This design comes from an exercise in tuning for small area and a short achievable clock period on the open sky130 flow, not from production work. At most, simulation tests tie the RTL to the original design; equivalence was not proved.

Setup of run A:
Design hb_filter, start of the top module:
module hb_filter(input logic clk,
                 input logic reset_n,
                 input logic signed [15:0] x_in,
                 output logic signed [15:0] y_out);
export LEC_CHECK = 0
export CAP_MARGIN = 20
export CORE_MARGIN = 2
export CORE_UTILIZATION = 40
export SLEW_MARGIN = 20
create_clock -name core_clock -period 16.0 [get_ports {clk}]
standard.sh (not shown) runs the stock make flow with config.mk's settings and CLKGATE_MAP_FILE= SYNTH_SCRIPT=/design/flow/synth_recipe.tcl, a recipe that flattens the netlist after the stock synthesis.
==> flow/flow/run.sh <==
#!/bin/bash
# Standard layout; synthesis skips Yosys's early "abc -fast" so that the full-adder
# trees written in the RTL reach extract_fa unchanged; repair aims at a large setup margin.
set -euo pipefail
bash standard.sh SYNTH_ARGS=-noabc SETUP_SLACK_MARGIN=11.55 CORE_UTILIZATION=55 CTS_CLUSTER_SIZE=25 CTS_CLUSTER_DIAMETER=90 finish > standard.log 2>&1
> inputs changed (run A -> run B)
-- flow/flow/run.sh --
<<< run A, line 5
bash standard.sh SYNTH_ARGS=-noabc SETUP_SLACK_MARGIN=11.55 CORE_UTILIZATION=55 CTS_CLUSTER_SIZE=25 CTS_CLUSTER_DIAMETER=90 finish > standard.log 2>&1
>>> run B, line 5
bash standard.sh SYNTH_ARGS=-noabc SETUP_SLACK_MARGIN=11.65 CORE_UTILIZATION=55 PLACE_DENSITY=0.7 CTS_CLUSTER_SIZE=25 CTS_CLUSTER_DIAMETER=90 finish > standard.log 2>&1
Results
- Run A: full flow OK, the timing, design-rule and antenna checks passed
- [flow] run B | stages: complete | final checks: fail | reason: antenna violations
- Compared with run A, run B shows period utilization lower by 0.34 points.
- Final cell utilization of the core up 0.42 points in run B wrt run A
- In run B, the number of antenna violations at the first check in global routing came out 2 below the value in run A.
- Row path depth of the worst reg2reg path: run B higher / run A lower
- On highest cell delay on the worst timing path: between run A and run B, it ends up higher for run B.
- Run B vs run A: layout overhead on the synthesized area up
- met3 wire length is lower on run B
- Time the worst path needs with I/O delays and setup delta for run B relative to run A: 0.055 ns lower
- Reported for run A and run B, sequential cell count turned out identical to the last digit.
- Compared with run A, run B shows detailed-routing wirelength on met1 lower by 6.9%.
Setup changes, run B to run C
-- flow/flow/run.sh --
<<< run B, line 5
bash standard.sh SYNTH_ARGS=-noabc SETUP_SLACK_MARGIN=11.65 CORE_UTILIZATION=55 PLACE_DENSITY=0.7 CTS_CLUSTER_SIZE=25 CTS_CLUSTER_DIAMETER=90 finish > standard.log 2>&1
>>> run C, line 5
bash standard.sh SYNTH_ARGS=-noabc SETUP_SLACK_MARGIN=11.65 CORE_UTILIZATION=55 CTS_CLUSTER_SIZE=20 CTS_CLUSTER_DIAMETER=80 finish > standard.log 2>&1
--- outcome ---
Run C closes out successfully: all stages finished, all timing, DRC and antenna checks passed.
In run C relative to run B, total CTS buffers had gone up by more than a quarter.
| initial antenna violation count | lower: run C |
The more densely filled core belongs to run C, not run B.
Changes observed in run C relative to run B: share of post-route cells with drive strength above 1 decreased by 0.37 points relative to the old numbers; endpoint arrival time on the critical path now smaller; met3 track demand over resource in global routing has decreased.
Per the comparison of run C with run B, critical path depth went down 18; minimum clock period after layout went down 0.038 ns.
Between run B and run C, the flow reports number of signal-net buffers in the layout decreasing by more than 10%.
#### Input delta (run D over run C)
-- flow/flow/run.sh --
<<< run C, line 5
bash standard.sh SYNTH_ARGS=-noabc SETUP_SLACK_MARGIN=11.65 CORE_UTILIZATION=55 CTS_CLUSTER_SIZE=20 CTS_CLUSTER_DIAMETER=80 finish > standard.log 2>&1
>>> run D, line 5
bash standard.sh SYNTH_ARGS=-noabc SETUP_SLACK_MARGIN=11.65 CORE_UTILIZATION=55 GPL_TIMING_DRIVEN=0 CTS_CLUSTER_SIZE=25 CTS_CLUSTER_DIAMETER=90 finish > standard.log 2>&1
## What came out
- Hold slack in run D is 0.013 ns lower than in run C
- Run D vs. run C: fraction of cell area in non-clock buffers +0.92 points; depth of the most critical reg-to-reg path +6.

---

## P
Another version of the RTL of hb_filter (not shown whole).
For scale: about 2200 cells after synthesis, about 0.032 mm^2 of cells after synthesis.
Settings: LEC_CHECK=0, CAP_MARGIN=20, CORE_MARGIN=2, CORE_UTILIZATION=40, SLEW_MARGIN=20; clock period 16.0 ns.
==> flow/flow/run.sh <==
#!/bin/bash
# Standard layout; synthesis skips Yosys's early "abc -fast" so that the full-adder
# trees written in the RTL reach extract_fa unchanged; repair aims at a large setup margin.
set -euo pipefail
bash standard.sh SYNTH_ARGS=-noabc SETUP_SLACK_MARGIN=12 CTS_CLUSTER_SIZE=30 CTS_CLUSTER_DIAMETER=100 finish > standard.log 2>&1
The inputs of Q differ from those of P as listed below.
diff --git a/flow/flow/run.sh b/flow/flow/run.sh
--- a/flow/flow/run.sh
+++ b/flow/flow/run.sh
@@ -5 +5 @@
-bash standard.sh SYNTH_ARGS=-noabc SETUP_SLACK_MARGIN=12 CTS_CLUSTER_SIZE=30 CTS_CLUSTER_DIAMETER=100 finish > standard.log 2>&1
+bash standard.sh SYNTH_ARGS=-noabc SETUP_SLACK_MARGIN=12 CTS_CLUSTER_SIZE=20 CTS_CLUSTER_DIAMETER=80 finish > standard.log 2>&1
==> notes.md <==
Changes observed in Q relative to P: final area higher; sequential share of cell area lower.
Q ends up with a worst setup slack that is 0.019 ns lower than in P.
Detailed route wirelength on metal3 delta for Q relative to P: 260 um lower
Overall routed net length across Q and P: no real change.
Between Q and P, the difference in period utilization is negligible.

---

try-cedar:
hb_filter, a different RTL version from the one above (not shown whole).
For scale: about 2200 cells after synthesis, roughly 600 flip-flops, about 34 I/O pins, roughly 0.032 sq mm of cells after synthesis.
Settings: LEC_CHECK=0, CAP_MARGIN=20, CORE_MARGIN=2, CORE_UTILIZATION=40, SLEW_MARGIN=20; clock period 16.0 ns.
==> flow/flow/run.sh <==
#!/bin/bash
# Standard layout; synthesis skips Yosys's early "abc -fast" so that the full-adder
# trees written in the RTL reach extract_fa unchanged; repair aims at a large setup margin.
set -euo pipefail
bash standard.sh SYNTH_ARGS=-noabc SETUP_SLACK_MARGIN=11.85 CTS_CLUSTER_SIZE=20 CTS_CLUSTER_DIAMETER=80 finish > standard.log 2>&1
Having completed the whole flow, try-cedar delivered a layout that passed the timing, design-rule and antenna checks.
--- input diff try-cedar..try-indigo ---
==> flow/flow/run.sh <==
#!/bin/bash
# Standard layout; synthesis skips Yosys's early "abc -fast" so that the full-adder
# trees written in the RTL reach extract_fa unchanged; repair aims at a large setup margin.
set -euo pipefail
bash standard.sh SYNTH_ARGS=-noabc SETUP_SLACK_MARGIN=11.7 CTS_CLUSTER_SIZE=20 CTS_CLUSTER_DIAMETER=80 finish > standard.log 2>&1
==> comparison <==
- In summary, try-indigo completed successfully, with a layout that passed the timing, design-rule and antenna checks.
- try-cedar and try-indigo ended up with roughly the same post-place instance area.
- Summary of try-indigo over try-cedar: met1 track utilization from global routing +0.56 points, via count -0.64%.
- On try-indigo: clock buffer instance count of the final layout is 3.3% lower than what try-cedar gave.
- Higher transition time at the pin with the least slew margin was reported by try-cedar, not try-indigo.
- Comparing try-cedar and try-indigo, the lower global-route met3 utilization was measured on try-cedar.
- try-indigo against try-cedar: worst hold margin level, final area moved down.
No functional check of the RTL was part of any run of this note.

---

RTL: one of the versions met above, not the one the previous note started from.
Size in the first run: about 2000 cells after synthesis, about 34 I/O pins, roughly 31000 um2 of cells after synthesis.
Settings: LEC_CHECK=0, CAP_MARGIN=20, CORE_MARGIN=2, CORE_UTILIZATION=40, SLEW_MARGIN=20; clock period 16.0 ns.
==> flow/flow/run.sh <==
#!/bin/bash
# Standard layout; synthesis skips Yosys's early "abc -fast" so that the full-adder
# trees written in the RTL reach extract_fa unchanged; repair aims at a large setup margin.
set -euo pipefail
bash standard.sh SYNTH_ARGS=-noabc SETUP_SLACK_MARGIN=11.75 CORE_UTILIZATION=55 CTS_CLUSTER_SIZE=20 CTS_CLUSTER_DIAMETER=80 finish > standard.log 2>&1
The starting point finished clean.
Change:
==> flow/flow/run.sh (replaced) <==
#!/bin/bash
# Standard layout; synthesis skips Yosys's early "abc -fast" so that the full-adder
# trees written in the RTL reach extract_fa unchanged; repair aims at a large setup margin.
set -euo pipefail
bash standard.sh SYNTH_ARGS=-noabc SETUP_SLACK_MARGIN=11.55 CORE_UTILIZATION=65 PLACE_DENSITY=0.75 CTS_CLUSTER_SIZE=20 CTS_CLUSTER_DIAMETER=80 finish > standard.log 2>&1
Effect: The new run completed without violations; die area goes down by 15%; global-route usage goes up by 3.0 points; final cell count goes down by 5.9%; wire length goes down by 3.4%.
Change:
==> flow/flow/run.sh (replaced) <==
#!/bin/bash
# Standard layout; synthesis skips Yosys's early "abc -fast" so that the full-adder
# trees written in the RTL reach extract_fa unchanged; repair aims at a large setup margin.
set -euo pipefail
bash standard.sh SYNTH_ARGS=-noabc SETUP_SLACK_MARGIN=11.6 CORE_UTILIZATION=55 CTS_CLUSTER_SIZE=25 CTS_CLUSTER_DIAMETER=90 finish > standard.log 2>&1
The changed run ran to the end with no violations.
Synthesized area does not change.
Global-route usage drops by 3.5 points.
Fmax climbs slightly.
Final area hardly moves.
Sequential share of layout area stays flat.
Non-clock buffer count drops by 5.
Change:
==> flow/flow/run.sh (replaced) <==
#!/bin/bash
# Standard layout; synthesis skips Yosys's early "abc -fast" so that the full-adder
# trees written in the RTL reach extract_fa unchanged; repair aims at a large setup margin.
set -euo pipefail
bash standard.sh SYNTH_ARGS=-noabc SETUP_SLACK_MARGIN=11.7 CTS_CLUSTER_SIZE=20 CTS_CLUSTER_DIAMETER=80 finish > standard.log 2>&1
Result: The new run ran to the end with no violations. Synthesized area stays the same. Setup slack improves by 0.058 ns. Cell area came out higher by about 3.4%. Core utilization came out lower by 15 points. Clock skew came out higher by 0.017 ns. Synthesized cell count does not change.

---

## amber
Starting RTL as in the previous note.
export LEC_CHECK = 0
export CAP_MARGIN = 20
export CORE_MARGIN = 2
export CORE_UTILIZATION = 40
export SLEW_MARGIN = 20
create_clock -name core_clock -period 16.0 [get_ports {clk}]
==> flow/flow/run.sh <==
#!/bin/bash
# Standard layout; synthesis skips Yosys's early "abc -fast" so that the full-adder
# trees written in the RTL reach extract_fa unchanged; repair aims at a large setup margin.
set -euo pipefail
bash standard.sh SYNTH_ARGS=-noabc SETUP_SLACK_MARGIN=11.65 CORE_UTILIZATION=55 CTS_CLUSTER_SIZE=25 CTS_CLUSTER_DIAMETER=90 finish > standard.log 2>&1
#### Input delta (zinc over amber)
==> flow/flow/run.sh <==
#!/bin/bash
# Standard layout; synthesis skips Yosys's early "abc -fast" so that the full-adder
# trees written in the RTL reach extract_fa unchanged; repair aims at a large setup margin.
set -euo pipefail
bash standard.sh SYNTH_ARGS=-noabc SETUP_SLACK_MARGIN=11.55 CTS_CLUSTER_SIZE=20 CTS_CLUSTER_DIAMETER=80 finish > standard.log 2>&1
Notes after the runs:
- Compared with amber, zinc shows total length of routed met2 wires that has gone up by a little under 10%.
- Comparing amber against zinc, there is no change at all in synthesized area.
- Count of multi-input gates came out exactly the same in zinc and amber.
- Delta (zinc minus amber): overall via count from detail_route climbed 1.0%; die extent in y climbed 41 µm; met3 track demand over resource in global routing dropped 0.41 points.
- Row sequential share of layout area: zinc lower / amber higher
- Changes observed in zinc relative to amber: placed cell area went up, stage delay of the slowest cell on the critical path did not really move.
- zinc: worst slack at placement 0.94 ns below amber
- Setup WNS amber -> zinc: worse
### zinc -> ember
diff --git a/flow/flow/run.sh b/flow/flow/run.sh
--- a/flow/flow/run.sh
+++ b/flow/flow/run.sh
@@ -5 +5 @@
-bash standard.sh SYNTH_ARGS=-noabc SETUP_SLACK_MARGIN=11.55 CTS_CLUSTER_SIZE=20 CTS_CLUSTER_DIAMETER=80 finish > standard.log 2>&1
+bash standard.sh SYNTH_ARGS=-noabc SETUP_SLACK_MARGIN=11.65 CORE_UTILIZATION=55 GPL_ROUTABILITY_DRIVEN=0 CTS_CLUSTER_SIZE=25 CTS_CLUSTER_DIAMETER=90 finish > standard.log 2>&1
--- outcome ---
NOTE instance area at placement zinc->ember decreased slightly. Arrival time at the worst endpoint, zinc and ember: higher on zinc. | final wirelength | lower: ember |.
Inputs modified between ember and fjord:
==> flow/flow/run.sh <==
#!/bin/bash
# Standard layout; synthesis skips Yosys's early "abc -fast" so that the full-adder
# trees written in the RTL reach extract_fa unchanged; repair aims at a large setup margin.
set -euo pipefail
bash standard.sh SYNTH_ARGS=-noabc SETUP_SLACK_MARGIN=11.55 CORE_UTILIZATION=55 CTS_CLUSTER_SIZE=20 CTS_CLUSTER_DIAMETER=80 finish > standard.log 2>&1
## What came out
fjord: clock buffer instance count of the final layout is 13 higher than what ember reported.
Between ember and fjord, the final standard cell count with taps included and fillers excluded figures differ only marginally.
Between fjord and ember, global-route usage is lower for ember, fjord comes in above that.
Compared with ember, fjord shows a non-clock buffering overhead in the final layout that is 0.20 points lower.

---

Setup of pepper:
Another version of the RTL of hb_filter (not shown whole).
Size in the first run: about 34000 um^2 of cells after synthesis.
Settings: LEC_CHECK=0, CAP_MARGIN=20, CORE_MARGIN=2, CORE_UTILIZATION=40, SLEW_MARGIN=20; clock period 16.0 ns.
==> flow/flow/run.sh <==
#!/bin/bash
# Standard layout; synthesis skips Yosys's early "abc -fast" so that the full-adder
# trees written in the RTL reach extract_fa unchanged.
set -euo pipefail
bash standard.sh SYNTH_ARGS=-noabc finish > standard.log 2>&1
pepper: all stages complete, timing, DRC and antenna checks passed
What maple does differently from pepper at the input level:
==> flow/flow/run.sh <==
#!/bin/bash
# Standard layout; synthesis skips Yosys's early "abc -fast" so that the full-adder
# trees written in the RTL reach extract_fa unchanged; repair aims at a large setup margin.
set -euo pipefail
bash standard.sh SYNTH_ARGS=-noabc SETUP_SLACK_MARGIN=12 CTS_CLUSTER_SIZE=30 CTS_CLUSTER_DIAMETER=100 finish > standard.log 2>&1
==> notes.md <==
- Of the two values seen for uppermost metal layer occupied by signal nets, met4 was produced by pepper and met5 by maple.
- In terms of final area, pepper and maple differ only marginally.
- Comparing pepper and maple, the lower sequential share of layout area is on pepper.
- Compared with pepper, maple shows a lower global-route usage.
- Of maple and pepper, it is maple that has the higher minimum setup slack in the final design.
- maple vs pepper, number of buffers inserted to repair setup after CTS went up by 66.
- Looking at final clock period utilization by the worst path, maple sits 7.7 points below pepper.
- Relative to pepper, maple degrades final clock skew.
- Wire length across pepper and maple: no real change.
- Re number of enable-type register cells in the synthesized netlist: no difference whatsoever between pepper and maple.
- maple completed every stage of the flow, and the final layout passed the timing, design-rule and antenna checks.
- pepper was carried through to the last stage, and its layout satisfied the timing, design-rule and antenna checks.
- Relative to pepper, the iteration-0 DRC count of the detailed router measured on maple has decreased slightly.
For lagoon, these inputs were changed with respect to maple:
==> flow/flow/run.sh <==
#!/bin/bash
# Standard layout; synthesis skips Yosys's early "abc -fast" so that the full-adder
# trees written in the RTL reach extract_fa unchanged; repair aims at a large setup margin.
set -euo pipefail
bash standard.sh SYNTH_ARGS=-noabc SETUP_SLACK_MARGIN=11 finish > standard.log 2>&1
Findings:
Largest net degree at the start of global routing (lower): maple
Diff maple -> lagoon: design area saw little to no change.
Cmp lagoon and maple / number of vias per cell / lower: maple
Compared with maple, in lagoon storage element area -about 1.7%, fraction of area in multi-input gates lost 1.0 points, met1 track demand over resource up 0.53 points.
No functional check of the RTL was part of any run of this note.

what the ideal ports hide:
In the flow no input, the clock included, has a driving cell. The finished layouts below were timed again as built, in two steps.
Step 1 sets driving cells, clkbuf_16 on the clock port and buf_2 on the other inputs (assumed; they add their load-dependent delay and slew).
Step 2 moves the port delays by t, midway between the first and last clock arrival at a register: inputs arrive t later, outputs are due t later. That takes back most of the time a late clock gives input paths.
Slacks: no drivers / after step 1 / after step 2; pairs: no drivers / after step 1.
| run | t, ns | setup slack, ns | clock arrival spread, ns | worst slew at a driven data input, ns | pins driven straight from the clock port |
|---|---|---|---|---|---|
| run A | 0.662 | 11.608 / 11.548 / 11.274 | 0.020 / 0.020 | 0.06 | 1 |
| run B | 0.665 | 11.663 / 11.663 / 11.285 | 0.036 / 0.036 | 0.07 | 1 |
| run C | 0.633 | 11.700 / 11.643 / 11.376 | 0.024 / 0.023 | 0.06 | 1 |
| run D | 0.635 | 11.691 / 11.629 / 11.403 | 0.036 / 0.036 | 0.06 | 1 |
| P | 0.668 | 11.465 / 11.465 / 11.465 | 0.052 / 0.053 | 0.20 | 1 |
| Q | 0.636 | 11.447 / 11.447 / 11.447 | 0.026 / 0.026 | 0.15 | 1 |
| try-cedar | 0.654 | 11.692 / 11.692 / 11.381 | 0.034 / 0.034 | 0.12 | 1 |
| try-indigo | 0.656 | 11.707 / 11.688 / 11.233 | 0.028 / 0.028 | 0.09 | 1 |
| the first run of note 4 | 0.633 | 11.775 / 11.717 / 11.390 | 0.027 / 0.026 | 0.06 | 1 |
| the second run of note 4 | 0.631 | 11.608 / 11.585 / 11.503 | 0.050 / 0.051 | 0.05 | 1 |
| the third run of note 4 | 0.663 | 11.631 / 11.593 / 11.274 | 0.020 / 0.020 | 0.06 | 1 |
| the fourth run of note 4 | 0.650 | 11.689 / 11.681 / 11.250 | 0.038 / 0.038 | 0.11 | 1 |
| amber | 0.663 | 11.730 / 11.671 / 11.387 | 0.020 / 0.020 | 0.06 | 1 |
| zinc | 0.648 | 11.596 / 11.535 / 11.096 | 0.036 / 0.036 | 0.11 | 1 |
| ember | 0.669 | 11.719 / 11.659 / 11.318 | 0.042 / 0.043 | 0.05 | 1 |
| fjord | 0.631 | 11.610 / 11.553 / 11.264 | 0.022 / 0.023 | 0.06 | 1 |
| pepper | 0.684 | 10.405 / 10.433 / 9.749 | 0.051 / 0.051 | 0.05 | 1 |
| maple | 0.685 | 11.634 / 11.569 / 11.534 | 0.061 / 0.061 | 0.06 | 1 |
| lagoon | 0.683 | 11.330 / 11.259 / 10.707 | 0.051 / 0.051 | 0.06 | 1 |
For pepper, which loses most, drivers alone change the setup slack by +0.028 ns; drivers and shift together by -0.656 ns. The worst setup slack also covers recovery checks on asynchronous resets.
